What follows belongs to an exercise in optimizing a design on an open flow for a short achievable clock period and few clock cycles; a production flow would make more cautious choices. The RTL of this run was laid out without a check of its function. No activity file was given, so power comes from the tool's default toggle rates.

<file path="flow/config.mk">
export PLATFORM = sky130hd
export DESIGN_NAME = minirv_top
export DESIGN_NICKNAME = minirv_top
export VERILOG_FILES = /design/flow/design.v
export SDC_FILE = /design/flow/constraint.sdc
export NUM_CORES = 4
export LEC_CHECK = 0
export ABC_CLOCK_PERIOD_IN_PS = 2500
export CAP_MARGIN = 20
export CORE_MARGIN = 2
export CORE_UTILIZATION = 45
export PLACE_DENSITY = 0.6
export SETUP_SLACK_MARGIN = 5
export SLEW_MARGIN = 20
</file>
<file path="flow/constraint.sdc">
create_clock -name core_clock -period 9.5 [get_ports {clk}]
set_input_delay 1.9000 -clock core_clock [delete_from_list [all_inputs] [get_ports {clk}]]
set_output_delay 1.9000 -clock core_clock [all_outputs]
set_load 0.01 [all_outputs]
</file>
<file path="flow/design.v">
module pc
(
    input  wire [31:0]  D,
    input  wire         enable,
    input  wire         clk,
    input  wire         rst,
    output wire [31:0]  pc_out
);
    reg [31:0] reg_pc_out;
    always @(posedge clk or posedge rst)
    begin
        if (rst) 
        begin
            reg_pc_out <= 32'h80000000;
        end else if (enable) 
        begin
            reg_pc_out <= D;
        end
    end
    assign pc_out = reg_pc_out;
endmodule
module my_decoder 
(
    input   wire [31:0] instruction,
    output  wire [6:0]  opcode,
    output  wire [4:0]  rd,
    output  wire [2:0]  funct3,
    output  wire [4:0]  rs1,
    output  wire [4:0]  rs2,
    output  wire [6:0]  funct7,
    output  wire        ebreak
);
    assign opcode   = instruction[6:0];
    assign rd       = instruction[11:7];
    assign funct3   = instruction[14:12];
    assign rs1      = instruction[19:15];
    assign rs2      = instruction[24:20];
    assign funct7   = instruction[31:25];
    assign ebreak   = (instruction == 32'h0010_0073) ? 1'b1 : 1'b0;
endmodule
module which_type (
    input  wire [6:0]   opcode,
    output wire         r_type,
    output wire         i_type,
    output wire         s_type,
    output wire         u_type
);
    assign r_type = (opcode == 7'b0110011);  
    assign i_type =
        (opcode == 7'b0010011) ||  
        (opcode == 7'b0000011) ||  
        (opcode == 7'b1100111);    
    assign s_type = (opcode == 7'b0100011);  
    assign u_type = (opcode == 7'b0110111);  
endmodule
module which_instruction
(
    input   wire [6:0]  opcode,
    input   wire [2:0]  funct3,
    input   wire [6:0]  funct7,
    input   wire        ebreak,
    output  wire        add,
    output  wire        addi,
    output  wire        lui,
    output  wire        lw,
    output  wire        lbu,
    output  wire        sw,
    output  wire        sb,
    output  wire        jalr,
    output  wire        illegal
);
    localparam [6:0] OPCODE_RTYPE  = 7'b0110011;  
    localparam [6:0] OPCODE_ITYPE  = 7'b0010011;  
    localparam [6:0] OPCODE_LOAD   = 7'b0000011;  
    localparam [6:0] OPCODE_STORE  = 7'b0100011;  
    localparam [6:0] OPCODE_LUI    = 7'b0110111;  
    localparam [6:0] OPCODE_JALR   = 7'b1100111;  
    assign add  = (opcode == OPCODE_RTYPE) && (funct3 == 3'b000) && (funct7 == 7'b0000000) && ~ebreak;
    assign addi = (opcode == OPCODE_ITYPE) && (funct3 == 3'b000) && ~ebreak;
    assign lui  = (opcode == OPCODE_LUI) && ~ebreak;
    assign lw   = (opcode == OPCODE_LOAD)  && (funct3 == 3'b010) && ~ebreak;
    assign lbu  = (opcode == OPCODE_LOAD)  && (funct3 == 3'b100) && ~ebreak;
    assign sw   = (opcode == OPCODE_STORE) && (funct3 == 3'b010) && ~ebreak;
    assign sb   = (opcode == OPCODE_STORE) && (funct3 == 3'b000) && ~ebreak;
    assign jalr = (opcode == OPCODE_JALR)  && (funct3 == 3'b000) && ~ebreak;
    assign illegal = ~(add | addi | lui | lw | lbu | sw | sb | jalr) && ~ebreak;
endmodule
module immediate_generator (
    input   wire [31:0] instruction,
    input   wire        illegal,
    input   wire        r_type,
    input   wire        i_type,
    input   wire        s_type,
    input   wire        u_type,
    output  wire [31:0] imm
);
    reg     [31:0] reg_imm;
    wire    [11:0] imm_i = instruction[31:20];
    wire    [11:0] imm_s = {instruction[31:25], instruction[11:7]};
    wire    [19:0] imm_u = instruction[31:12];
    always @(*) 
    begin
        if (i_type) 
        begin
            reg_imm = {{20{imm_i[11]}}, imm_i};
        end
        else if (s_type) 
        begin
            reg_imm = {{20{imm_s[11]}}, imm_s};
        end
        else if (u_type) 
        begin
            reg_imm = {imm_u, 12'b0};
        end
        else 
        begin
            reg_imm = 32'b0;
        end
    end
    assign imm = reg_imm;
endmodule
module reg_write_enabler
(
    input   wire add,
    input   wire addi,
    input   wire lui,
    input   wire lw,
    input   wire lbu,
    input   wire jalr,
    input   wire illegal,
    input   wire ebreak,
    output  wire reg_write
);
    assign reg_write = ((add || addi || lui || lw || lbu || jalr) && ~illegal && ~ebreak);
endmodule
module register_32bits 
(
    input   wire [31:0]     D,
    input   wire            enable,
    input   wire            clk,
    input   wire            rst,
    output  wire [31:0]     reg_out
);
    reg [31:0] reg_reg_out;
    always @(posedge clk or posedge rst)
    begin
        if (rst) 
        begin
            reg_reg_out <= 32'b0;
        end
        else 
        begin
            if (enable) 
            begin
                reg_reg_out <= D;
            end
        end
    end
    assign reg_out = reg_reg_out;
endmodule
module mux_32to1_32bits 
(   
    input   wire    [31:0]  in0,
    input   wire    [31:0]  in1,
    input   wire    [31:0]  in2,
    input   wire    [31:0]  in3,
    input   wire    [31:0]  in4,
    input   wire    [31:0]  in5,
    input   wire    [31:0]  in6,
    input   wire    [31:0]  in7,
    input   wire    [31:0]  in8,
    input   wire    [31:0]  in9,
    input   wire    [31:0]  in10,
    input   wire    [31:0]  in11,
    input   wire    [31:0]  in12,
    input   wire    [31:0]  in13,
    input   wire    [31:0]  in14,
    input   wire    [31:0]  in15,
    input   wire    [31:0]  in16,
    input   wire    [31:0]  in17,
    input   wire    [31:0]  in18,
    input   wire    [31:0]  in19,
    input   wire    [31:0]  in20,
    input   wire    [31:0]  in21,
    input   wire    [31:0]  in22,
    input   wire    [31:0]  in23,
    input   wire    [31:0]  in24,
    input   wire    [31:0]  in25,
    input   wire    [31:0]  in26,
    input   wire    [31:0]  in27,
    input   wire    [31:0]  in28,
    input   wire    [31:0]  in29,
    input   wire    [31:0]  in30,
    input   wire    [31:0]  in31,
    input   wire    [4:0]   sel, 
    output  wire    [31:0]  mux_out
);
    reg [31:0] reg_mux_out;
    always @(*) 
    begin
        case (sel)
            5'b00000: reg_mux_out = in0;
            5'b00001: reg_mux_out = in1;
            5'b00010: reg_mux_out = in2;
            5'b00011: reg_mux_out = in3;
            5'b00100: reg_mux_out = in4;
            5'b00101: reg_mux_out = in5;
            5'b00110: reg_mux_out = in6;
            5'b00111: reg_mux_out = in7;
            5'b01000: reg_mux_out = in8;
            5'b01001: reg_mux_out = in9;
            5'b01010: reg_mux_out = in10;
            5'b01011: reg_mux_out = in11;
            5'b01100: reg_mux_out = in12;
            5'b01101: reg_mux_out = in13;
            5'b01110: reg_mux_out = in14;
            5'b01111: reg_mux_out = in15;
            5'b10000: reg_mux_out = in16;
            5'b10001: reg_mux_out = in17;
            5'b10010: reg_mux_out = in18;
            5'b10011: reg_mux_out = in19;
            5'b10100: reg_mux_out = in20;
            5'b10101: reg_mux_out = in21;
            5'b10110: reg_mux_out = in22;
            5'b10111: reg_mux_out = in23;
            5'b11000: reg_mux_out = in24;
            5'b11001: reg_mux_out = in25;
            5'b11010: reg_mux_out = in26;
            5'b11011: reg_mux_out = in27;
            5'b11100: reg_mux_out = in28;
            5'b11101: reg_mux_out = in29;
            5'b11110: reg_mux_out = in30;
            5'b11111: reg_mux_out = in31;
            default: reg_mux_out = 32'd0;
        endcase
    end
    assign mux_out = reg_mux_out;
endmodule
module register_file
(
    input   wire [4:0]  rs1_addr,
    input   wire [4:0]  rs2_addr,
    input   wire [4:0]  rd_addr,
    input   wire        reg_write,
    input   wire [31:0] rd_data,
    input   wire        clk,
    input   wire        rst,
    output  wire [31:0] rs1_val,
    output  wire [31:0] rs2_val,
    output wire [31:0] register_32bits_0_value,
    output wire [31:0] register_32bits_1_value,
    output wire [31:0] register_32bits_2_value,
    output wire [31:0] register_32bits_3_value,
    output wire [31:0] register_32bits_4_value,
    output wire [31:0] register_32bits_5_value,
    output wire [31:0] register_32bits_6_value,
    output wire [31:0] register_32bits_7_value,
    output wire [31:0] register_32bits_8_value,
    output wire [31:0] register_32bits_9_value,
    output wire [31:0] register_32bits_10_value,
    output wire [31:0] register_32bits_11_value,
    output wire [31:0] register_32bits_12_value,
    output wire [31:0] register_32bits_13_value,
    output wire [31:0] register_32bits_14_value,
    output wire [31:0] register_32bits_15_value,
    output wire [31:0] register_32bits_16_value,
    output wire [31:0] register_32bits_17_value,
    output wire [31:0] register_32bits_18_value,
    output wire [31:0] register_32bits_19_value,
    output wire [31:0] register_32bits_20_value,
    output wire [31:0] register_32bits_21_value,
    output wire [31:0] register_32bits_22_value,
    output wire [31:0] register_32bits_23_value,
    output wire [31:0] register_32bits_24_value,
    output wire [31:0] register_32bits_25_value,
    output wire [31:0] register_32bits_26_value,
    output wire [31:0] register_32bits_27_value,
    output wire [31:0] register_32bits_28_value,
    output wire [31:0] register_32bits_29_value,
    output wire [31:0] register_32bits_30_value,
    output wire [31:0] register_32bits_31_value
);
    wire [31:0] wire_register_32bits_0_reg_out;
    wire [31:0] wire_register_32bits_1_reg_out;
    wire [31:0] wire_register_32bits_2_reg_out;
    wire [31:0] wire_register_32bits_3_reg_out;
    wire [31:0] wire_register_32bits_4_reg_out;
    wire [31:0] wire_register_32bits_5_reg_out;
    wire [31:0] wire_register_32bits_6_reg_out;
    wire [31:0] wire_register_32bits_7_reg_out;
    wire [31:0] wire_register_32bits_8_reg_out;
    wire [31:0] wire_register_32bits_9_reg_out;
    wire [31:0] wire_register_32bits_10_reg_out;
    wire [31:0] wire_register_32bits_11_reg_out;
    wire [31:0] wire_register_32bits_12_reg_out;
    wire [31:0] wire_register_32bits_13_reg_out;
    wire [31:0] wire_register_32bits_14_reg_out;
    wire [31:0] wire_register_32bits_15_reg_out;
    wire [31:0] wire_register_32bits_16_reg_out;
    wire [31:0] wire_register_32bits_17_reg_out;
    wire [31:0] wire_register_32bits_18_reg_out;
    wire [31:0] wire_register_32bits_19_reg_out;
    wire [31:0] wire_register_32bits_20_reg_out;
    wire [31:0] wire_register_32bits_21_reg_out;
    wire [31:0] wire_register_32bits_22_reg_out;
    wire [31:0] wire_register_32bits_23_reg_out;
    wire [31:0] wire_register_32bits_24_reg_out;
    wire [31:0] wire_register_32bits_25_reg_out;
    wire [31:0] wire_register_32bits_26_reg_out;
    wire [31:0] wire_register_32bits_27_reg_out;
    wire [31:0] wire_register_32bits_28_reg_out;
    wire [31:0] wire_register_32bits_29_reg_out;
    wire [31:0] wire_register_32bits_30_reg_out;
    wire [31:0] wire_register_32bits_31_reg_out;
    assign register_32bits_0_value  = wire_register_32bits_0_reg_out;
    assign register_32bits_1_value  = wire_register_32bits_1_reg_out;
    assign register_32bits_2_value  = wire_register_32bits_2_reg_out;
    assign register_32bits_3_value  = wire_register_32bits_3_reg_out;
    assign register_32bits_4_value  = wire_register_32bits_4_reg_out;
    assign register_32bits_5_value  = wire_register_32bits_5_reg_out;
    assign register_32bits_6_value  = wire_register_32bits_6_reg_out;
    assign register_32bits_7_value  = wire_register_32bits_7_reg_out;
    assign register_32bits_8_value  = wire_register_32bits_8_reg_out;
    assign register_32bits_9_value  = wire_register_32bits_9_reg_out;
    assign register_32bits_10_value = wire_register_32bits_10_reg_out;
    assign register_32bits_11_value = wire_register_32bits_11_reg_out;
    assign register_32bits_12_value = wire_register_32bits_12_reg_out;
    assign register_32bits_13_value = wire_register_32bits_13_reg_out;
    assign register_32bits_14_value = wire_register_32bits_14_reg_out;
    assign register_32bits_15_value = wire_register_32bits_15_reg_out;
    assign register_32bits_16_value = wire_register_32bits_16_reg_out;
    assign register_32bits_17_value = wire_register_32bits_17_reg_out;
    assign register_32bits_18_value = wire_register_32bits_18_reg_out;
    assign register_32bits_19_value = wire_register_32bits_19_reg_out;
    assign register_32bits_20_value = wire_register_32bits_20_reg_out;
    assign register_32bits_21_value = wire_register_32bits_21_reg_out;
    assign register_32bits_22_value = wire_register_32bits_22_reg_out;
    assign register_32bits_23_value = wire_register_32bits_23_reg_out;
    assign register_32bits_24_value = wire_register_32bits_24_reg_out;
    assign register_32bits_25_value = wire_register_32bits_25_reg_out;
    assign register_32bits_26_value = wire_register_32bits_26_reg_out;
    assign register_32bits_27_value = wire_register_32bits_27_reg_out;
    assign register_32bits_28_value = wire_register_32bits_28_reg_out;
    assign register_32bits_29_value = wire_register_32bits_29_reg_out;
    assign register_32bits_30_value = wire_register_32bits_30_reg_out;
    assign register_32bits_31_value = wire_register_32bits_31_reg_out;
    register_32bits register_32bits_0 
    (
        .D(32'd0),
        .enable(1'b0),
        .clk(clk),
        .rst(rst),
        .reg_out(wire_register_32bits_0_reg_out)
    );
    register_32bits register_32bits_1 
    (
        .D(rd_data),
        .enable((rd_addr == 5'd1) && reg_write),
        .clk(clk),
        .rst(rst),
        .reg_out(wire_register_32bits_1_reg_out)
    );
    register_32bits register_32bits_2
    (
        .D(rd_data),
        .enable((rd_addr == 5'd2) && reg_write),
        .clk(clk),
        .rst(rst),
        .reg_out(wire_register_32bits_2_reg_out)
    );
    register_32bits register_32bits_3
    (
        .D(rd_data),
        .enable((rd_addr == 5'd3) && reg_write),
        .clk(clk),
        .rst(rst),
        .reg_out(wire_register_32bits_3_reg_out)
    );
    register_32bits register_32bits_4 
    (
        .D(rd_data),
        .enable((rd_addr == 5'd4) && reg_write),
        .clk(clk),
        .rst(rst),
        .reg_out(wire_register_32bits_4_reg_out)
    );
    register_32bits register_32bits_5
    (
        .D(rd_data),
        .enable((rd_addr == 5'd5) && reg_write),
        .clk(clk),
        .rst(rst),
        .reg_out(wire_register_32bits_5_reg_out)
    );
    register_32bits register_32bits_6 
    (
        .D(rd_data),
        .enable((rd_addr == 5'd6) && reg_write),
        .clk(clk),
        .rst(rst),
        .reg_out(wire_register_32bits_6_reg_out)
    );
    register_32bits register_32bits_7 
    (
        .D(rd_data),
        .enable((rd_addr == 5'd7) && reg_write),
        .clk(clk),
        .rst(rst),
        .reg_out(wire_register_32bits_7_reg_out)
    );
    register_32bits register_32bits_8 
    (
        .D(rd_data),
        .enable((rd_addr == 5'd8) && reg_write),
        .clk(clk),
        .rst(rst),
        .reg_out(wire_register_32bits_8_reg_out)
    );
    register_32bits register_32bits_9 
    (
        .D(rd_data),
        .enable((rd_addr == 5'd9) && reg_write),
        .clk(clk),
        .rst(rst),
        .reg_out(wire_register_32bits_9_reg_out)
    );
    register_32bits register_32bits_10 
    (
        .D(rd_data),
        .enable((rd_addr == 5'd10) && reg_write),
        .clk(clk),
        .rst(rst),
        .reg_out(wire_register_32bits_10_reg_out)
    );
    register_32bits register_32bits_11 
    (
        .D(rd_data),
        .enable((rd_addr == 5'd11) && reg_write),
        .clk(clk),
        .rst(rst),
        .reg_out(wire_register_32bits_11_reg_out)
    );
    register_32bits register_32bits_12 
    (
        .D(rd_data),
        .enable((rd_addr == 5'd12) && reg_write),
        .clk(clk),
        .rst(rst),
        .reg_out(wire_register_32bits_12_reg_out)
    );
    register_32bits register_32bits_13 
    (
        .D(rd_data),
        .enable((rd_addr == 5'd13) && reg_write),
        .clk(clk),
        .rst(rst),
        .reg_out(wire_register_32bits_13_reg_out)
    );
    register_32bits register_32bits_14 
    (
        .D(rd_data),
        .enable((rd_addr == 5'd14) && reg_write),
        .clk(clk),
        .rst(rst),
        .reg_out(wire_register_32bits_14_reg_out)
    );
    register_32bits register_32bits_15 
    (
        .D(rd_data),
        .enable((rd_addr == 5'd15) && reg_write),
        .clk(clk),
        .rst(rst),
        .reg_out(wire_register_32bits_15_reg_out)
    );
    register_32bits register_32bits_16
    (
        .D(rd_data),
        .enable((rd_addr == 5'd16) && reg_write),
        .clk(clk),
        .rst(rst),
        .reg_out(wire_register_32bits_16_reg_out)
    );
    register_32bits register_32bits_17
    (
        .D(rd_data),
        .enable((rd_addr == 5'd17) && reg_write),
        .clk(clk),
        .rst(rst),
        .reg_out(wire_register_32bits_17_reg_out)
    );
    register_32bits register_32bits_18
    (
        .D(rd_data),
        .enable((rd_addr == 5'd18) && reg_write),
        .clk(clk),
        .rst(rst),
        .reg_out(wire_register_32bits_18_reg_out)
    );
    register_32bits register_32bits_19
    (
        .D(rd_data),
        .enable((rd_addr == 5'd19) && reg_write),
        .clk(clk),
        .rst(rst),
        .reg_out(wire_register_32bits_19_reg_out)
    );
    register_32bits register_32bits_20
    (
        .D(rd_data),
        .enable((rd_addr == 5'd20) && reg_write),
        .clk(clk),
        .rst(rst),
        .reg_out(wire_register_32bits_20_reg_out)
    );
    register_32bits register_32bits_21
    (
        .D(rd_data),
        .enable((rd_addr == 5'd21) && reg_write),
        .clk(clk),
        .rst(rst),
        .reg_out(wire_register_32bits_21_reg_out)
    );
    register_32bits register_32bits_22
    (
        .D(rd_data),
        .enable((rd_addr == 5'd22) && reg_write),
        .clk(clk),
        .rst(rst),
        .reg_out(wire_register_32bits_22_reg_out)
    );
    register_32bits register_32bits_23
    (
        .D(rd_data),
        .enable((rd_addr == 5'd23) && reg_write),
        .clk(clk),
        .rst(rst),
        .reg_out(wire_register_32bits_23_reg_out)
    );
    register_32bits register_32bits_24
    (
        .D(rd_data),
        .enable((rd_addr == 5'd24) && reg_write),
        .clk(clk),
        .rst(rst),
        .reg_out(wire_register_32bits_24_reg_out)
    );
    register_32bits register_32bits_25
    (
        .D(rd_data),
        .enable((rd_addr == 5'd25) && reg_write),
        .clk(clk),
        .rst(rst),
        .reg_out(wire_register_32bits_25_reg_out)
    );
    register_32bits register_32bits_26
    (
        .D(rd_data),
        .enable((rd_addr == 5'd26) && reg_write),
        .clk(clk),
        .rst(rst),
        .reg_out(wire_register_32bits_26_reg_out)
    );
    register_32bits register_32bits_27
    (
        .D(rd_data),
        .enable((rd_addr == 5'd27) && reg_write),
        .clk(clk),
        .rst(rst),
        .reg_out(wire_register_32bits_27_reg_out)
    );
    register_32bits register_32bits_28
    (
        .D(rd_data),
        .enable((rd_addr == 5'd28) && reg_write),
        .clk(clk),
        .rst(rst),
        .reg_out(wire_register_32bits_28_reg_out)
    );
    register_32bits register_32bits_29
    (
        .D(rd_data),
        .enable((rd_addr == 5'd29) && reg_write),
        .clk(clk),
        .rst(rst),
        .reg_out(wire_register_32bits_29_reg_out)
    );
    register_32bits register_32bits_30
    (
        .D(rd_data),
        .enable((rd_addr == 5'd30) && reg_write),
        .clk(clk),
        .rst(rst),
        .reg_out(wire_register_32bits_30_reg_out)
    );
    register_32bits register_32bits_31
    (
        .D(rd_data),
        .enable((rd_addr == 5'd31) && reg_write),
        .clk(clk),
        .rst(rst),
        .reg_out(wire_register_32bits_31_reg_out)
    );
    mux_32to1_32bits mux_32to1_32bits_0 
    (
        .in0(wire_register_32bits_0_reg_out),
        .in1(wire_register_32bits_1_reg_out),
        .in2(wire_register_32bits_2_reg_out),
        .in3(wire_register_32bits_3_reg_out),
        .in4(wire_register_32bits_4_reg_out),
        .in5(wire_register_32bits_5_reg_out),
        .in6(wire_register_32bits_6_reg_out),
        .in7(wire_register_32bits_7_reg_out),
        .in8(wire_register_32bits_8_reg_out),
        .in9(wire_register_32bits_9_reg_out),
        .in10(wire_register_32bits_10_reg_out),
        .in11(wire_register_32bits_11_reg_out),
        .in12(wire_register_32bits_12_reg_out),
        .in13(wire_register_32bits_13_reg_out),
        .in14(wire_register_32bits_14_reg_out),
        .in15(wire_register_32bits_15_reg_out),
        .in16(wire_register_32bits_16_reg_out),
        .in17(wire_register_32bits_17_reg_out),
        .in18(wire_register_32bits_18_reg_out),
        .in19(wire_register_32bits_19_reg_out),
        .in20(wire_register_32bits_20_reg_out),
        .in21(wire_register_32bits_21_reg_out),
        .in22(wire_register_32bits_22_reg_out),
        .in23(wire_register_32bits_23_reg_out),
        .in24(wire_register_32bits_24_reg_out),
        .in25(wire_register_32bits_25_reg_out),
        .in26(wire_register_32bits_26_reg_out),
        .in27(wire_register_32bits_27_reg_out),
        .in28(wire_register_32bits_28_reg_out),
        .in29(wire_register_32bits_29_reg_out),
        .in30(wire_register_32bits_30_reg_out),
        .in31(wire_register_32bits_31_reg_out),
        .sel(rs1_addr),
        .mux_out(rs1_val)
    );
    mux_32to1_32bits mux_32to1_32bits_1
    (
        .in0(wire_register_32bits_0_reg_out),
        .in1(wire_register_32bits_1_reg_out),
        .in2(wire_register_32bits_2_reg_out),
        .in3(wire_register_32bits_3_reg_out),
        .in4(wire_register_32bits_4_reg_out),
        .in5(wire_register_32bits_5_reg_out),
        .in6(wire_register_32bits_6_reg_out),
        .in7(wire_register_32bits_7_reg_out),
        .in8(wire_register_32bits_8_reg_out),
        .in9(wire_register_32bits_9_reg_out),
        .in10(wire_register_32bits_10_reg_out),
        .in11(wire_register_32bits_11_reg_out),
        .in12(wire_register_32bits_12_reg_out),
        .in13(wire_register_32bits_13_reg_out),
        .in14(wire_register_32bits_14_reg_out),
        .in15(wire_register_32bits_15_reg_out),
        .in16(wire_register_32bits_16_reg_out),
        .in17(wire_register_32bits_17_reg_out),
        .in18(wire_register_32bits_18_reg_out),
        .in19(wire_register_32bits_19_reg_out),
        .in20(wire_register_32bits_20_reg_out),
        .in21(wire_register_32bits_21_reg_out),
        .in22(wire_register_32bits_22_reg_out),
        .in23(wire_register_32bits_23_reg_out),
        .in24(wire_register_32bits_24_reg_out),
        .in25(wire_register_32bits_25_reg_out),
        .in26(wire_register_32bits_26_reg_out),
        .in27(wire_register_32bits_27_reg_out),
        .in28(wire_register_32bits_28_reg_out),
        .in29(wire_register_32bits_29_reg_out),
        .in30(wire_register_32bits_30_reg_out),
        .in31(wire_register_32bits_31_reg_out),
        .sel(rs2_addr),
        .mux_out(rs2_val)
    );
endmodule
module b_mux 
(
    input   wire [31:0] rs2_val,
    input   wire [31:0] imm,
    input   wire        addi,
    input   wire        lw,
    input   wire        lbu,
    input   wire        sw,
    input   wire        sb,
    input   wire        jalr,
    output  wire [31:0] b
);
    assign b = (addi || lw || lbu || sw || sb || jalr) ? imm : rs2_val;
endmodule
module alu
(
    input   wire [31:0] a,
    input   wire [31:0] b,
    output  wire [31:0] y
);
    assign y = a + b;
endmodule
module pc_plus_4
(
    input   wire [31:0] pc,
    output  wire [31:0] pc_plus_4_out
);
    assign pc_plus_4_out = pc + 4;
endmodule
module writeback_mux
(
    input   wire [31:0] y,
    input   wire [31:0] imm,
    input   wire [31:0] read_data,
    input   wire [31:0] pc_plus_4,
    input   wire        lw,
    input   wire        lbu,
    input   wire        lui,
    input   wire        jalr,
    output  wire [31:0] rd_data
);
    assign rd_data =
        (lw  || lbu) ? read_data :
        (lui)        ? imm       :
        (jalr)       ? pc_plus_4  :
                       y;
endmodule
module next_pc 
(
    input   wire [31:0] pc_plus_4,
    input   wire [31:0] y,
    input   wire        jalr,
    output  wire [31:0] pc_next
);
    assign pc_next = jalr ? {y[31:1], 1'b0} : pc_plus_4;
endmodule
module memory_control
(
    input  wire [31:0] y,          
    input  wire [31:0] rs2_val,     
    input  wire        lw,
    input  wire        lbu,
    input  wire        sw,
    input  wire        sb,
    input  wire        ebreak,      
    input  wire [31:0] d_rdata_word,   
    output wire [31:0] d_addr,         
    output wire [31:0] d_wdata,        
    output wire [3:0]  d_wstrb,        
    output wire        d_we,           
    output wire [31:0] load_data       
);
    wire [31:0] addr_aligned = {y[31:2], 2'b00};
    assign d_addr = addr_aligned;
    assign d_we = (sw | sb) & ~ebreak;
    assign d_wstrb =
        sw ? 4'b1111 :
        sb ? (4'b0001 << y[1:0]) :
             4'b0000;
    assign d_wdata =
        sw ? rs2_val :
        sb ? {4{rs2_val[7:0]}} :
             32'b0;
    wire [7:0] sel_byte =
        (y[1:0] == 2'b00) ? d_rdata_word[7:0]   :
        (y[1:0] == 2'b01) ? d_rdata_word[15:8]  :
        (y[1:0] == 2'b10) ? d_rdata_word[23:16] :
                            d_rdata_word[31:24];
    assign load_data =
        lw  ? d_rdata_word :
        lbu ? {24'b0, sel_byte} :
              32'b0;
endmodule
module minirv_top
(
    input   wire        clk,
    input   wire        rst,
    output  wire [31:0] i_addr,
    input   wire [31:0] i_rdata,
    output  wire [31:0] d_addr,
    output  wire [31:0] d_wdata,
    output  wire [3:0]  d_wstrb,
    output  wire        d_we,
    input   wire [31:0] d_rdata,
    output  wire        halt,
    output  wire [31:0] reg0_val,
    output  wire [31:0] reg1_val,
    output  wire [31:0] reg2_val,
    output  wire [31:0] reg3_val,
    output  wire [31:0] reg4_val,
    output  wire [31:0] reg5_val,
    output  wire [31:0] reg6_val,
    output  wire [31:0] reg7_val,
    output  wire [31:0] reg8_val,
    output  wire [31:0] reg9_val,
    output  wire [31:0] reg10_val,
    output  wire [31:0] reg11_val,
    output  wire [31:0] reg12_val,
    output  wire [31:0] reg13_val,
    output  wire [31:0] reg14_val,
    output  wire [31:0] reg15_val,
    output  wire [31:0] reg16_val,
    output  wire [31:0] reg17_val,
    output  wire [31:0] reg18_val,
    output  wire [31:0] reg19_val,
    output  wire [31:0] reg20_val,
    output  wire [31:0] reg21_val,
    output  wire [31:0] reg22_val,
    output  wire [31:0] reg23_val,
    output  wire [31:0] reg24_val,
    output  wire [31:0] reg25_val,
    output  wire [31:0] reg26_val,
    output  wire [31:0] reg27_val,
    output  wire [31:0] reg28_val,
    output  wire [31:0] reg29_val,
    output  wire [31:0] reg30_val,
    output  wire [31:0] reg31_val
);
    localparam [31:0] RESET_PC = 32'h8000_0000;
    reg  [4:0]  rd_w0, rd_w1;
    reg  [31:0] res_w0, res_w1;
    reg clr;
    always @(posedge clk or posedge rst) begin
        if (rst)
            clr <= 1'b1;
        else
            clr <= 1'b0;
    end
    reg  [4:0]  rd_x0, rd_x1;
    reg  [31:0] res_x0, res_x1;
    wire [31:0] rfv [0:31];
    wire [31:0] rov [0:31];
    assign rfv[0] = 32'd0;
    assign rov[0] = 32'd0;
    genvar gi;
    generate
        for (gi = 1; gi < 32; gi = gi + 1) begin : g_rf
            reg [31:0] r;
            reg [31:0] o;
            always @(posedge clk) begin
                if (clr)
                    r <= 32'd0;
                else if (rd_w1 == gi)
                    r <= res_w1;
                else if (rd_w0 == gi)
                    r <= res_w0;
            end
            always @(posedge clk) begin
                if (clr)
                    o <= 32'd0;
                else if (rd_x1 == gi)
                    o <= res_x1;
                else if (rd_x0 == gi)
                    o <= res_x0;
            end
            assign rfv[gi] = r;
            assign rov[gi] = o;
        end
    endgenerate
    reg  [31:0] pc_f;
    reg         f2ok;        
    reg  [31:0] q0, q1, q2, q3, pc0;
    reg  [2:0]  qn;
    wire        v0 = (qn != 3'd0);
    wire        v1 = (qn[2] | qn[1]);
    wire [31:0] ir0 = q0;
    wire [31:0] ir1 = q1;
    reg         stopped;
    reg  [31:0] a0_v, b0_v, s0_v, p1_v, q1_v, r1_v, s1_v;
    reg  [4:0]  a0_s, b0_s, s0_s, p1_s, q1_s, r1_s, s1_s;    
    reg         s1_c;                                        
    reg  [31:0] link_e0, link_e1;
    reg  [4:0]  rd_e0, rd_e1;
    reg         ld_e0, ld_e1, lw_e0, lw_e1, st_e0, st_e1, sw_e0, sw_e1, jalr_e0, jalr_e1;
    reg         h_e;
    reg  [31:0] sum_m0, sum_m1, link_m0, link_m1;
    reg  [31:0] daddr_r, wdata_m;
    reg  [3:0]  wstrb_m;
    reg         we_m;
    reg  [4:0]  rd_m0, rd_m1;
    reg         lw_m0, lw_m1, lbu_m0, lbu_m1, jalr_m0, jalr_m1;
    reg         h_m, h_w;
    reg         halt_r;
    wire [6:0] op0 = ir0[6:0];
    wire [2:0] f3_0 = ir0[14:12];
    wire add0  = (op0 == 7'h33) && (f3_0 == 3'd0) && (ir0[31:25] == 7'd0);
    wire addi0 = (op0 == 7'h13) && (f3_0 == 3'd0);
    wire lui0  = (op0 == 7'h37);
    wire lw0   = (op0 == 7'h03) && (f3_0 == 3'd2);
    wire lbu0  = (op0 == 7'h03) && (f3_0 == 3'd4);
    wire sw0   = (op0 == 7'h23) && (f3_0 == 3'd2);
    wire sb0   = (op0 == 7'h23) && (f3_0 == 3'd0);
    wire jalr0 = (op0 == 7'h67) && (f3_0 == 3'd0);
    wire ebrk0 = (ir0 == 32'h0010_0073);
    wire wr0   = (add0 | addi0 | lui0 | lw0 | lbu0 | jalr0) && (ir0[11:7] != 5'd0);
    wire ld0   = (lw0 | lbu0) && wr0;      
    wire st0   = sw0 | sb0;
    wire mem0  = ld0 | st0;
    wire alu0  = add0 | addi0 | lui0;
    wire [4:0] rd0  = wr0 ? ir0[11:7] : 5'd0;
    wire [4:0] fa0  = (add0 | addi0 | ld0 | st0 | jalr0) ? ir0[19:15] : 5'd0;
    wire [4:0] fb0  = (add0 | st0) ? ir0[24:20] : 5'd0;
    wire [31:0] imm0 = lui0 ? {ir0[31:12], 12'd0} :
                        st0  ? {{20{ir0[31]}}, ir0[31:25], ir0[11:7]} :
                                 {{20{ir0[31]}}, ir0[31:20]};
    wire [6:0] op1 = ir1[6:0];
    wire [2:0] f3_1 = ir1[14:12];
    wire add1  = (op1 == 7'h33) && (f3_1 == 3'd0) && (ir1[31:25] == 7'd0);
    wire addi1 = (op1 == 7'h13) && (f3_1 == 3'd0);
    wire lui1  = (op1 == 7'h37);
    wire lw1   = (op1 == 7'h03) && (f3_1 == 3'd2);
    wire lbu1  = (op1 == 7'h03) && (f3_1 == 3'd4);
    wire sw1   = (op1 == 7'h23) && (f3_1 == 3'd2);
    wire sb1   = (op1 == 7'h23) && (f3_1 == 3'd0);
    wire jalr1 = (op1 == 7'h67) && (f3_1 == 3'd0);
    wire ebrk1 = (ir1 == 32'h0010_0073);
    wire wr1   = (add1 | addi1 | lui1 | lw1 | lbu1 | jalr1) && (ir1[11:7] != 5'd0);
    wire ld1   = (lw1 | lbu1) && wr1;      
    wire st1   = sw1 | sb1;
    wire mem1  = ld1 | st1;
    wire alu1  = add1 | addi1 | lui1;
    wire [4:0] rd1  = wr1 ? ir1[11:7] : 5'd0;
    wire [4:0] fa1  = (add1 | addi1 | ld1 | st1 | jalr1) ? ir1[19:15] : 5'd0;
    wire [4:0] fb1  = (add1 | st1) ? ir1[24:20] : 5'd0;
    wire [31:0] imm1 = lui1 ? {ir1[31:12], 12'd0} :
                        st1  ? {{20{ir1[31]}}, ir1[31:25], ir1[11:7]} :
                                 {{20{ir1[31]}}, ir1[31:20]};
    wire [31:0] fa0_rv = (fa0 == rd_w1 && rd_w1 != 5'd0) ? res_w1 :
                        (fa0 == rd_w0 && rd_w0 != 5'd0) ? res_w0 : rfv[fa0];
    wire fa0_me1 = (fa0 != 5'd0) && (fa0 == rd_e1);
    wire fa0_me0 = (fa0 != 5'd0) && (fa0 == rd_e0);
    wire fa0_mm1 = (fa0 != 5'd0) && (fa0 == rd_m1);
    wire fa0_mm0 = (fa0 != 5'd0) && (fa0 == rd_m0);
    wire [4:0] fa0_sel = fa0_me1 ? 5'b00100 : fa0_me0 ? 5'b00010 :
                        fa0_mm1 ? 5'b10000 : fa0_mm0 ? 5'b01000 : 5'b00001;
    wire fa0_haz = (fa0_me1 && ld_e1) || (!fa0_me1 && fa0_me0 && ld_e0);
    wire [31:0] fb0_rv = (fb0 == rd_w1 && rd_w1 != 5'd0) ? res_w1 :
                        (fb0 == rd_w0 && rd_w0 != 5'd0) ? res_w0 : rfv[fb0];
    wire fb0_me1 = (fb0 != 5'd0) && (fb0 == rd_e1);
    wire fb0_me0 = (fb0 != 5'd0) && (fb0 == rd_e0);
    wire fb0_mm1 = (fb0 != 5'd0) && (fb0 == rd_m1);
    wire fb0_mm0 = (fb0 != 5'd0) && (fb0 == rd_m0);
    wire [4:0] fb0_sel = fb0_me1 ? 5'b00100 : fb0_me0 ? 5'b00010 :
                        fb0_mm1 ? 5'b10000 : fb0_mm0 ? 5'b01000 : 5'b00001;
    wire fb0_haz = (fb0_me1 && ld_e1) || (!fb0_me1 && fb0_me0 && ld_e0);
    wire [31:0] fa1_rv = (fa1 == rd_w1 && rd_w1 != 5'd0) ? res_w1 :
                        (fa1 == rd_w0 && rd_w0 != 5'd0) ? res_w0 : rfv[fa1];
    wire fa1_me1 = (fa1 != 5'd0) && (fa1 == rd_e1);
    wire fa1_me0 = (fa1 != 5'd0) && (fa1 == rd_e0);
    wire fa1_mm1 = (fa1 != 5'd0) && (fa1 == rd_m1);
    wire fa1_mm0 = (fa1 != 5'd0) && (fa1 == rd_m0);
    wire [4:0] fa1_sel = fa1_me1 ? 5'b00100 : fa1_me0 ? 5'b00010 :
                        fa1_mm1 ? 5'b10000 : fa1_mm0 ? 5'b01000 : 5'b00001;
    wire fa1_haz = (fa1_me1 && ld_e1) || (!fa1_me1 && fa1_me0 && ld_e0);
    wire [31:0] fb1_rv = (fb1 == rd_w1 && rd_w1 != 5'd0) ? res_w1 :
                        (fb1 == rd_w0 && rd_w0 != 5'd0) ? res_w0 : rfv[fb1];
    wire fb1_me1 = (fb1 != 5'd0) && (fb1 == rd_e1);
    wire fb1_me0 = (fb1 != 5'd0) && (fb1 == rd_e0);
    wire fb1_mm1 = (fb1 != 5'd0) && (fb1 == rd_m1);
    wire fb1_mm0 = (fb1 != 5'd0) && (fb1 == rd_m0);
    wire [4:0] fb1_sel = fb1_me1 ? 5'b00100 : fb1_me0 ? 5'b00010 :
                        fb1_mm1 ? 5'b10000 : fb1_mm0 ? 5'b01000 : 5'b00001;
    wire fb1_haz = (fb1_me1 && ld_e1) || (!fb1_me1 && fb1_me0 && ld_e0);
    wire cascA = (fa1 != 5'd0) && (fa1 == rd0);
    wire cascB = add1 && (fb1 != 5'd0) && (fb1 == rd0);
    wire cascS = st1 && (fb1 != 5'd0) && (fb1 == rd0);
    wire casc  = cascA | cascB | cascS;
    wire haz0  = fa0_haz | fb0_haz;
    wire haz1  = (fa1_haz && !cascA) || (fb1_haz && !(cascB || cascS));
    wire pair_ok = v1 && !jalr0 && !(mem0 && mem1) && !haz1 && !ebrk1 &&
                   (!casc || alu0) && !(cascA && cascB);
    wire redirect = jalr_e0 | jalr_e1;
    wire ebrk_go  = v0 && ebrk0 && !redirect;
    wire issue0   = v0 && !ebrk0 && !haz0 && !redirect;
    wire issue1   = issue0 && pair_ok;
    wire [1:0] k    = issue1 ? 2'd2 : issue0 ? 2'd1 : 2'd0;
    wire [2:0] rem  = qn - {1'b0, k};
    wire [1:0] acc  = (rem == 3'd4) ? 2'd0 : (rem == 3'd3 || !f2ok) ? 2'd1 : 2'd2;
    wire [31:0] sum_e0, sum_e1;
    wire [31:0] a0_x = ({32{a0_s[0]}} & a0_v) | ({32{a0_s[1]}} & sum_m0) | ({32{a0_s[2]}} & sum_m1) |
                       ({32{a0_s[3]}} & res_w0) | ({32{a0_s[4]}} & res_w1);
    wire [31:0] b0_x = ({32{b0_s[0]}} & b0_v) | ({32{b0_s[1]}} & sum_m0) | ({32{b0_s[2]}} & sum_m1) |
                       ({32{b0_s[3]}} & res_w0) | ({32{b0_s[4]}} & res_w1);
    wire [31:0] s0_x = ({32{s0_s[0]}} & s0_v) | ({32{s0_s[1]}} & sum_m0) | ({32{s0_s[2]}} & sum_m1) |
                       ({32{s0_s[3]}} & res_w0) | ({32{s0_s[4]}} & res_w1);
    wire [31:0] p1_x = ({32{p1_s[0]}} & p1_v) | ({32{p1_s[1]}} & sum_m0) | ({32{p1_s[2]}} & sum_m1) |
                       ({32{p1_s[3]}} & res_w0) | ({32{p1_s[4]}} & res_w1);
    wire [31:0] q1_x = ({32{q1_s[0]}} & q1_v) | ({32{q1_s[1]}} & sum_m0) | ({32{q1_s[2]}} & sum_m1) |
                       ({32{q1_s[3]}} & res_w0) | ({32{q1_s[4]}} & res_w1);
    wire [31:0] r1_x = ({32{r1_s[0]}} & r1_v) | ({32{r1_s[1]}} & sum_m0) | ({32{r1_s[2]}} & sum_m1) |
                       ({32{r1_s[3]}} & res_w0) | ({32{r1_s[4]}} & res_w1);
    wire [31:0] s1_x = ({32{s1_s[0]}} & s1_v) | ({32{s1_s[1]}} & sum_m0) | ({32{s1_s[2]}} & sum_m1) |
                       ({32{s1_s[3]}} & res_w0) | ({32{s1_s[4]}} & res_w1) | ({32{s1_c}} & sum_e0);
    assign sum_e0 = a0_x + b0_x;
    wire [31:0] csa_s = p1_x ^ q1_x ^ r1_x;
    wire [31:0] csa_c = (p1_x & q1_x) | (p1_x & r1_x) | (q1_x & r1_x);
    assign sum_e1 = csa_s + {csa_c[30:0], 1'b0};
    wire [31:0] target = jalr_e0 ? sum_e0 : sum_e1;
    wire        mem_e0 = ld_e0 | st_e0;
    wire        mem_e1 = ld_e1 | st_e1;
    wire [31:0] st_x   = st_e0 ? s0_x : s1_x;
    wire        st_sw  = st_e0 ? sw_e0 : sw_e1;
    reg [7:0] lbyte;
    always @(*) begin
        case (daddr_r[1:0])
            2'd0: lbyte = d_rdata[7:0];
            2'd1: lbyte = d_rdata[15:8];
            2'd2: lbyte = d_rdata[23:16];
            default: lbyte = d_rdata[31:24];
        endcase
    end
    wire [31:0] res_m0 = lw_m0 ? d_rdata : lbu_m0 ? {24'd0, lbyte} : jalr_m0 ? link_m0 : sum_m0;
    wire [31:0] res_m1 = lw_m1 ? d_rdata : lbu_m1 ? {24'd0, lbyte} : jalr_m1 ? link_m1 : sum_m1;
    wire [31:0] pc_f4  = pc_f + 32'd4;
    wire [31:0] pc_f8  = pc_f + 32'd8;
    wire [31:0] pc_f12 = pc_f + 32'd12;
    wire [31:0] pc0_4  = pc0 + 32'd4;
    wire [31:0] pc0_8  = pc0 + 32'd8;
    reg  [31:0] qx0, qx1, qx2, qx3;
    always @(*) begin
        case (k)
            2'd0: begin qx0 = q0; qx1 = q1; qx2 = q2; qx3 = q3; end
            2'd1: begin qx0 = q1; qx1 = q2; qx2 = q3; qx3 = q3; end
            default: begin qx0 = q2; qx1 = q3; qx2 = q3; qx3 = q3; end
        endcase
        case (rem)
            3'd0: begin qx0 = i_rdata; qx1 = d_rdata; end
            3'd1: begin qx1 = i_rdata; qx2 = d_rdata; end
            3'd2: begin qx2 = i_rdata; qx3 = d_rdata; end
            3'd3: begin qx3 = i_rdata; end
            default: ;
        endcase
    end
    always @(posedge clk or posedge rst) begin
        if (rst) begin
            pc_f    <= RESET_PC;
            daddr_r <= RESET_PC + 32'd4;
            f2ok    <= 1'b1;
            qn      <= 3'd0;
            pc0     <= RESET_PC;
            stopped <= 1'b0;
            rd_e0 <= 5'd0; rd_e1 <= 5'd0;
            ld_e0 <= 1'b0; ld_e1 <= 1'b0; st_e0 <= 1'b0; st_e1 <= 1'b0;
            jalr_e0 <= 1'b0; jalr_e1 <= 1'b0;
            h_e <= 1'b0; h_m <= 1'b0; h_w <= 1'b0; halt_r <= 1'b0;
            rd_x0 <= 5'd0; rd_x1 <= 5'd0;
            we_m <= 1'b0;
            rd_m0 <= 5'd0; rd_m1 <= 5'd0;
            lw_m0 <= 1'b0; lw_m1 <= 1'b0; lbu_m0 <= 1'b0; lbu_m1 <= 1'b0;
            jalr_m0 <= 1'b0; jalr_m1 <= 1'b0;
            rd_w0 <= 5'd0; rd_w1 <= 5'd0;
        end else begin
            if (redirect) begin
                pc_f <= {target[31:1], 1'b0};
                qn   <= 3'd0;
            end else if (stopped || ebrk_go) begin
                qn   <= 3'd0;
            end else begin
                pc_f <= (acc == 2'd2) ? pc_f8 : (acc == 2'd1) ? pc_f4 : pc_f;
                qn   <= rem + {1'b0, acc};
            end
            if (ebrk_go) stopped <= 1'b1;
            pc0 <= redirect ? {target[31:1], 1'b0} : (k == 2'd2) ? pc0_8 : (k == 2'd1) ? pc0_4 : pc0;
            if (mem_e0)
                daddr_r <= sum_e0;
            else if (mem_e1)
                daddr_r <= sum_e1;
            else
                daddr_r <= (acc == 2'd2) ? pc_f12 : (acc == 2'd1) ? pc_f8 : pc_f4;
            f2ok <= !mem_e0 && !mem_e1 && !redirect;
            rd_e0   <= issue0 ? rd0 : 5'd0;
            ld_e0   <= issue0 && ld0;
            st_e0   <= issue0 && st0;
            jalr_e0 <= issue0 && jalr0;
            rd_e1   <= issue1 ? rd1 : 5'd0;
            ld_e1   <= issue1 && ld1;
            st_e1   <= issue1 && st1;
            jalr_e1 <= issue1 && jalr1;
            h_e     <= ebrk_go;
            we_m    <= st_e0 | st_e1;
            rd_m0   <= rd_e0;
            rd_m1   <= rd_e1;
            lw_m0   <= ld_e0 && lw_e0;
            lbu_m0  <= ld_e0 && !lw_e0;
            lw_m1   <= ld_e1 && lw_e1;
            lbu_m1  <= ld_e1 && !lw_e1;
            jalr_m0 <= jalr_e0;
            jalr_m1 <= jalr_e1;
            h_m     <= h_e;
            h_w     <= h_m;
            halt_r  <= halt_r | h_w;
            rd_w0   <= rd_m0;
            rd_w1   <= rd_m1;
            rd_x0   <= rd_w0;
            rd_x1   <= rd_w1;
        end
    end
    always @(posedge clk) begin
        q0 <= qx0;
        q1 <= qx1;
        q2 <= qx2;
        q3 <= qx3;
        a0_v <= lui0 ? 32'd0 : fa0_rv;
        a0_s <= fa0_sel;
        b0_v <= add0 ? fb0_rv : imm0;
        b0_s <= add0 ? fb0_sel : 5'b00001;
        s0_v <= fb0_rv;
        s0_s <= fb0_sel;
        link_e0 <= pc0_4;
        lw_e0 <= lw0;
        sw_e0 <= sw0;
        if (cascA) begin
            p1_v <= lui0 ? 32'd0 : fa0_rv;  p1_s <= fa0_sel;
            q1_v <= add0 ? fb0_rv : imm0;   q1_s <= add0 ? fb0_sel : 5'b00001;
            r1_v <= add1 ? fb1_rv : imm1;   r1_s <= add1 ? fb1_sel : 5'b00001;
        end else if (cascB) begin
            p1_v <= lui0 ? 32'd0 : fa0_rv;  p1_s <= fa0_sel;
            q1_v <= add0 ? fb0_rv : imm0;   q1_s <= add0 ? fb0_sel : 5'b00001;
            r1_v <= fa1_rv;                 r1_s <= fa1_sel;
        end else begin
            p1_v <= lui1 ? 32'd0 : fa1_rv;  p1_s <= fa1_sel;
            q1_v <= add1 ? fb1_rv : imm1;   q1_s <= add1 ? fb1_sel : 5'b00001;
            r1_v <= 32'd0;                  r1_s <= 5'b00001;
        end
        s1_v <= fb1_rv;
        s1_s <= cascS ? 5'b00000 : fb1_sel;
        s1_c <= cascS;
        link_e1 <= pc0_8;
        lw_e1 <= lw1;
        sw_e1 <= sw1;
        sum_m0  <= sum_e0;
        sum_m1  <= sum_e1;
        link_m0 <= link_e0;
        link_m1 <= link_e1;
        wdata_m <= st_sw ? st_x : {4{st_x[7:0]}};
        wstrb_m <= st_sw ? 4'b1111 : (4'b0001 << (st_e0 ? sum_e0[1:0] : sum_e1[1:0]));
        res_w0 <= res_m0;
        res_w1 <= res_m1;
        res_x0 <= res_w0;
        res_x1 <= res_w1;
    end
    assign i_addr  = pc_f;
    assign d_addr  = daddr_r;
    assign d_wdata = wdata_m;
    assign d_wstrb = wstrb_m;
    assign d_we    = we_m;
    assign halt    = halt_r;
    assign reg0_val = rov[0];
    assign reg1_val = rov[1];
    assign reg2_val = rov[2];
    assign reg3_val = rov[3];
    assign reg4_val = rov[4];
    assign reg5_val = rov[5];
    assign reg6_val = rov[6];
    assign reg7_val = rov[7];
    assign reg8_val = rov[8];
    assign reg9_val = rov[9];
    assign reg10_val = rov[10];
    assign reg11_val = rov[11];
    assign reg12_val = rov[12];
    assign reg13_val = rov[13];
    assign reg14_val = rov[14];
    assign reg15_val = rov[15];
    assign reg16_val = rov[16];
    assign reg17_val = rov[17];
    assign reg18_val = rov[18];
    assign reg19_val = rov[19];
    assign reg20_val = rov[20];
    assign reg21_val = rov[21];
    assign reg22_val = rov[22];
    assign reg23_val = rov[23];
    assign reg24_val = rov[24];
    assign reg25_val = rov[25];
    assign reg26_val = rov[26];
    assign reg27_val = rov[27];
    assign reg28_val = rov[28];
    assign reg29_val = rov[29];
    assign reg30_val = rov[30];
    assign reg31_val = rov[31];
endmodule
</file>
<file path="flow/flow/run.sh">
#!/bin/bash
set -euo pipefail
MARGIN=$(cat flow/margin.txt 2>/dev/null || echo 6.5)
bash standard.sh SETUP_SLACK_MARGIN=$MARGIN finish > make_finish.log 2>&1
</file>
<file path="flow/flow/margin.txt">
6.5
</file>
<file path="flow/standard.sh">
#!/bin/bash
# synth_recipe.tcl (not shown) runs the flow's synth.tcl, then flattens the netlist and writes it again
# the make line also repeats each setting of config.mk as NAME=value (left out here)
make -C /OpenROAD-flow-scripts/flow DESIGN_CONFIG=/design/flow/config.mk WORK_HOME=/design/flow/orfs CLKGATE_MAP_FILE= SYNTH_SCRIPT=/design/flow/synth_recipe.tcl "${@:-finish}"
</file>
==> impl_metrics.env <==
export IMPL_async_flop_share_pct=5.413
export IMPL_yosysWarnings=1
export IMPL_synth_edff_count=128
export IMPL_die_h_um=602.2
export IMPL_die_w_um=602.2
export IMPL_synthFlopType="dfxtp_1"
export IMPL_cts_buffers=324
export IMPL_clk_path_buf_depth=4
export IMPL_yosys_register_bits=2882
export IMPL_io_pin_count=1192
export IMPL_netlist_area_sq_mm=0.1610
export IMPL_gp_congestion=1.218
export IMPL_yosys_cell_count_top_type="dfxtp_1"
export IMPL_track_usage_pct=85.58
export IMPL_cts_hold_buf=0
export IMPL_grt_pass1_vias=215200
export IMPL_synthCells=18390
export IMPL_stop_stage="5_1_grt"
export IMPL_grt_pass1_wl_mm=2122
export IMPL_synth_avg_cell_area_sq_um=8.758
export IMPL_grt_overflow_total=10
export IMPL_hpwl_mm=910.0
export IMPL_clock_sinks=2882
export IMPL_tool_error="[ERROR GRT-0116] Global routing finished with congestion. Check the congestion regions in the DRC Viewer."
export IMPL_yosys_cell_types_count=120
export IMPL_synth_common_cells="dfxtp_1 (2598), nor2_1 (2487), mux2i_1 (2225)"
export IMPL_htree_levels=5
export IMPL_rows=219
export IMPL_clock_root_buffer="clkbuf_16"
export IMPL_synth_area_leaders="dfxtp_1 (32%), mux2i_1 (14%), a211oi_1 (9.6%), nor2_1 (5.8%), a22oi_1 (5.8%)"
export IMPL_synth_top_area_cell="dfxtp_1"
export IMPL_status="did not finish"
export IMPL_grt_max_degree=216
export IMPL_start_util_pct=45.24
export IMPL_yosysTopAreaCellShare_pct=32.30
export IMPL_yosysSeqAreaShare_pct=37.12
export IMPL_port_buffers=1158
logic make-up after synthesis:
group | Yosys count | synth area share (%)
other cells | 1 | 0.002329
flops | 2882 | 37.12
xor+xnor | 229 | 1.246
buf+inv | 2298 | 5.660
simple gates | 4602 | 12.34
compound gates | 5921 | 27.90
fa+ha+maj | 104 | 0.9713
mux | 2348 | 14.77
what timing repair did:
action,CTS
endpoints found under the setup margin,2480
pin swaps,688
buffers inserted,1345
gates resized for setup,9403
cloned,98
power by group through the flow:
stage	sequential [uW]	clock (uW)	combinational, uW
4_1_cts	16500	13600	28600
3_5_place_dp	16900	0	21400
3_3_place_gp	16900	0	21300
2_1_floorplan	15300	0	11000
worst min path at each step:
stage           startpoint     endpoint  slack (ns)  cells past startpoint
2_1_floorplan  link_e0[10]  link_m0[10]        0.31                      0
3_3_place_gp   link_e1[27]  link_m1[27]        0.31                      0
3_5_place_dp   link_e0[27]  link_m0[27]        0.31                      0
4_1_cts        link_e1[25]  link_m1[25]        0.32                      0
layer usage:
metal  global-route usage (%)  overflow
met5                    61.98         0
met1                    87.89         0
met2                    93.27         3
met4                    80.40         6
met3                    78.07         1
stage by stage:
stage          cell area (sq um)  setup WS [ns]  cells
2_1_floorplan             164400          4.059  18420
3_3_place_gp              181300          2.302  23010
3_5_place_dp              181400          2.461  23010
4_1_cts                   220800          4.068  25040
